From an optimization exercise on the open Yosys and OpenROAD flow, aimed at small area, a short achievable clock period and few clock cycles per item; shortcuts taken in it are not production practice.
Power and IR drop assume default switching activity.

maple:
==> module bin2BCD, before the edit <==
module bin2BCD(
    input           clk,
    input           rst,
    input           en,
    input   [11:0]  bin_d_in,
    output  [15:0]  bcd_d_out,
    output          rdy
    );
    function [3:0] add3;
        input [3:0] d;
        reg o3;
        begin
            o3 = d[3] | (d[2] & (d[1] | d[0]));
            add3[3] = o3;
            add3[2] = (d[2] & ~d[1] & ~d[0]) | (d[3] & d[0]);
            add3[1] = (d[3] & ~d[0]) | (d[1] & ~d[2]) | (d[1] & d[0]);
            add3[0] = d[0] ^ o3;
        end
    endfunction
    function [27:0] step;
        input [27:0] x;
        begin
            step = {add3(x[27:24]), add3(x[23:20]), add3(x[19:16]), add3(x[15:12]), x[11:0]} << 1;
        end
    endfunction
    reg  [27:0] s1, s2;
    reg  [25:11] mid;
    reg         result_rdy;
    integer i;
    always @(*) begin
        s1 = {16'b0, bin_d_in};
        for (i = 0; i < 11; i = i + 1)
            s1 = step(s1);
    end
    always @(posedge clk) begin
        mid        <= s1[25:11];
        result_rdy <= en & ~rst;
    end
    always @(*) begin
        s2 = 28'b0;
        s2[25:11] = mid;
        for (i = 11; i < 12; i = i + 1)
            s2 = step(s2);
    end
    assign bcd_d_out = s2[27:12];
    assign rdy       = result_rdy;
endmodule
==> flow/config.mk <==
export PLATFORM = sky130hd
export DESIGN_NAME = bin2BCD
export DESIGN_NICKNAME = bin2BCD
export VERILOG_FILES = /design/flow/design.v
export SDC_FILE = /design/flow/constraint.sdc
export NUM_CORES = 4
export LEC_CHECK = 0
export ABC_AREA = 1
export CAP_MARGIN = 20
export CORE_MARGIN = 2
export CORE_UTILIZATION = 40
export SLEW_MARGIN = 20
==> flow/constraint.sdc <==
create_clock -name core_clock -period 5.0 [get_ports {clk}]
set_input_delay 1.0000 -clock core_clock [delete_from_list [all_inputs] [get_ports {clk}]]
set_output_delay 1.0000 -clock core_clock [all_outputs]
set_load 0.01 [all_outputs]
standard.sh (not shown) runs the stock make flow with config.mk's settings and CLKGATE_MAP_FILE= SYNTH_SCRIPT=/design/flow/synth_recipe.tcl, a recipe that flattens the netlist after the stock synthesis.
==> flow/flow/run.sh <==
#!/bin/bash
# Standard ORFS layout, with the smallest buffer (buf_1) as the port buffer.
set -euo pipefail
export BUFFER_PORTS_ARGS="-buffer_cell sky130_fd_sc_hd__buf_1"
bash standard.sh finish > flow_make.log 2>&1
maple: full flow OK, the timing, design-rule and antenna checks passed
diff inputs: maple => ember
--- a/flow/design.v
+++ b/flow/design.v
@@ -22,27 +22,27 @@
         input [27:0] x;
         begin
             step = {add3(x[27:24]), add3(x[23:20]), add3(x[19:16]), add3(x[15:12]), x[11:0]} << 1;
         end
     endfunction
     reg  [27:0] s1, s2;
-    reg  [25:11] mid;
+    reg  [22:9] mid;
     reg         result_rdy;
     integer i;
     always @(*) begin
         s1 = {16'b0, bin_d_in};
-        for (i = 0; i < 11; i = i + 1)
+        for (i = 0; i < 9; i = i + 1)
             s1 = step(s1);
     end
     always @(posedge clk) begin
-        mid        <= s1[25:11];
+        mid        <= s1[22:9];
         result_rdy <= en & ~rst;
     end
     always @(*) begin
         s2 = 28'b0;
-        s2[25:11] = mid;
-        for (i = 11; i < 12; i = i + 1)
+        s2[22:9] = mid;
+        for (i = 9; i < 12; i = i + 1)
             s2 = step(s2);
     end
     assign bcd_d_out = s2[27:12];
     assign rdy       = result_rdy;
 endmodule
## What came out
Worst setup timing slack at the placement stage delta for ember relative to maple: 0.57 ns higher. Diff maple -> ember: post-detailed-routing wire length -about 1.8%, cell internal power dissipation -about 6%. Combined buffer and inverter count along the critical path is higher on maple. Relative to maple, the number of vias per cell after detailed routing of ember is lower by 0.029. Across both runs, instance count of the mapped netlist was lower for ember than for maple. ember vs. maple: delay of the slowest cell on the worst path grew by 0.18 ns, clock power share shrank by 2.9 points, multi-input logic cell count shrank by about 4%, biggest fanout along the worst timing path grew by 1. Post-route standard cell area excluding fillers shrinks by a few percent when moving from maple to ember.
Function was not checked in any run of this note: the RTL went through the layout flow alone.

---

== the previous run ==
The RTL this note starts from:
==> flow/design.v <==
`timescale 1ns / 1ps
module bin2BCD(
    input           clk,
    input           rst,
    input           en,
    input   [11:0]  bin_d_in,
    output  [15:0]  bcd_d_out,
    output          rdy
    );
    function [3:0] add3;
        input [3:0] d;
        reg o3;
        begin
            o3 = d[3] | (d[2] & (d[1] | d[0]));
            add3[3] = o3;
            add3[2] = (d[2] & ~d[1] & ~d[0]) | (d[3] & d[0]);
            add3[1] = (d[3] & ~d[0]) | (d[1] & ~d[2]) | (d[1] & d[0]);
            add3[0] = d[0] ^ o3;
        end
    endfunction
    function [27:0] step;
        input [27:0] x;
        begin
            step = {add3(x[27:24]), add3(x[23:20]), add3(x[19:16]), add3(x[15:12]), x[11:0]} << 1;
        end
    endfunction
    reg  [27:0] s1, s2;
    reg  [21:8] mid;
    reg         result_rdy;
    integer i;
    always @(*) begin
        s1 = {16'b0, bin_d_in};
        for (i = 0; i < 8; i = i + 1)
            s1 = step(s1);
    end
    always @(posedge clk) begin
        mid        <= s1[21:8];
        result_rdy <= en & ~rst;
    end
    always @(*) begin
        s2 = 28'b0;
        s2[21:8] = mid;
        for (i = 8; i < 12; i = i + 1)
            s2 = step(s2);
    end
    assign bcd_d_out = s2[27:12];
    assign rdy       = result_rdy;
endmodule
Settings: LEC_CHECK=0, ABC_AREA=1, CAP_MARGIN=20, CORE_MARGIN=2, CORE_UTILIZATION=40, SLEW_MARGIN=20; clock period 5.0 ns.
run.sh (not shown) runs the stock make flow with config.mk's settings and CLKGATE_MAP_FILE= SYNTH_SCRIPT=/design/flow/synth_recipe.tcl, a recipe that flattens the netlist after the stock synthesis.
Stock flow here: none of the scripts above is used.
The inputs of the current run differ from those of the previous run as listed below.
--- a/flow/design.v
+++ b/flow/design.v
@@ -22,27 +22,27 @@
         input [27:0] x;
         begin
             step = {add3(x[27:24]), add3(x[23:20]), add3(x[19:16]), add3(x[15:12]), x[11:0]} << 1;
         end
     endfunction
     reg  [27:0] s1, s2;
-    reg  [21:8] mid;
+    reg  [22:9] mid;
     reg         result_rdy;
     integer i;
     always @(*) begin
         s1 = {16'b0, bin_d_in};
-        for (i = 0; i < 8; i = i + 1)
+        for (i = 0; i < 9; i = i + 1)
             s1 = step(s1);
     end
     always @(posedge clk) begin
-        mid        <= s1[21:8];
+        mid        <= s1[22:9];
         result_rdy <= en & ~rst;
     end
     always @(*) begin
         s2 = 28'b0;
-        s2[21:8] = mid;
-        for (i = 8; i < 12; i = i + 1)
+        s2[22:9] = mid;
+        for (i = 9; i < 12; i = i + 1)
             s2 = step(s2);
     end
     assign bcd_d_out = s2[27:12];
     assign rdy       = result_rdy;
 endmodule
Notes after the runs:
| shortest period the worst path allows | the current run vs the previous run | 180 ps higher |. Of the two values seen for commonest non-fill, non-tap cell in the layout, sky130_fd_sc_hd__nand2_1 was produced by the previous run and sky130_fd_sc_hd__inv_1 by the current run. Max synthesized area across the current run and the previous run: the previous run. The layout cell share with drive strength beyond 1 in the current run was lower than what the previous run gave. Going from the previous run to the current run, total instance count after detailed placement decreased about 3.4%; final period utilization increased 3.7 points. Comparing the current run with the previous run, the total power came out essentially unchanged. The current run ended up with a lower wire length of the first global-routing pass than the previous run did. Looking at worst hold margin, the current run sits 7.8 ps lower than the previous run does. Smallest setup slack after layout (lower): the current run. The cell count number comes out higher for the previous run vs the current run. In the reports for the current run and the previous run, the larger post-synthesis compound-gate area fraction belongs to the current run.
No run of this note included a check of the RTL's function; only the layout flow was run.

-- what the ideal ports hide --
How much do the figures lean on ideal ports? The routed layouts below were timed once more, with nothing changed but the port constraints.
Step 1: set_driving_cell puts a clkbuf_16 on clk and a buf_2 on each other input, an assumption about the parent block.
Step 2 times the ports against the registers' clock, not the clock port: input delays grow and output delays shrink by t, the midpoint of the rising clock arrivals with the driver on.
Three values: ideal, step 1, step 2; two values: the first two.
| run | t (ns) | setup slack, ns | clock arrival spread, ns | worst data-port slew with drivers (ns) | pins driven straight from the clock port |
|---|---|---|---|---|---|
| maple | 0.291 | 1.697 / 1.693 / 1.402 | 0.004 / 0.004 | 0.03 | 1 |
| ember | 0.286 | 1.660 / 1.640 / 1.927 | 0.007 / 0.007 | 0.03 | 1 |
| the previous run | 0.287 | 1.427 / 1.407 / 1.694 | 0.001 / 0.001 | 0.04 | 1 |
| the current run | 0.289 | 1.245 / 1.225 / 1.515 | 0.003 / 0.003 | 0.04 | 1 |
After both steps setup and hold are still met in every run listed. For maple, which loses most, drivers alone change the setup slack by -0.004 ns; drivers and shift together by -0.295 ns.
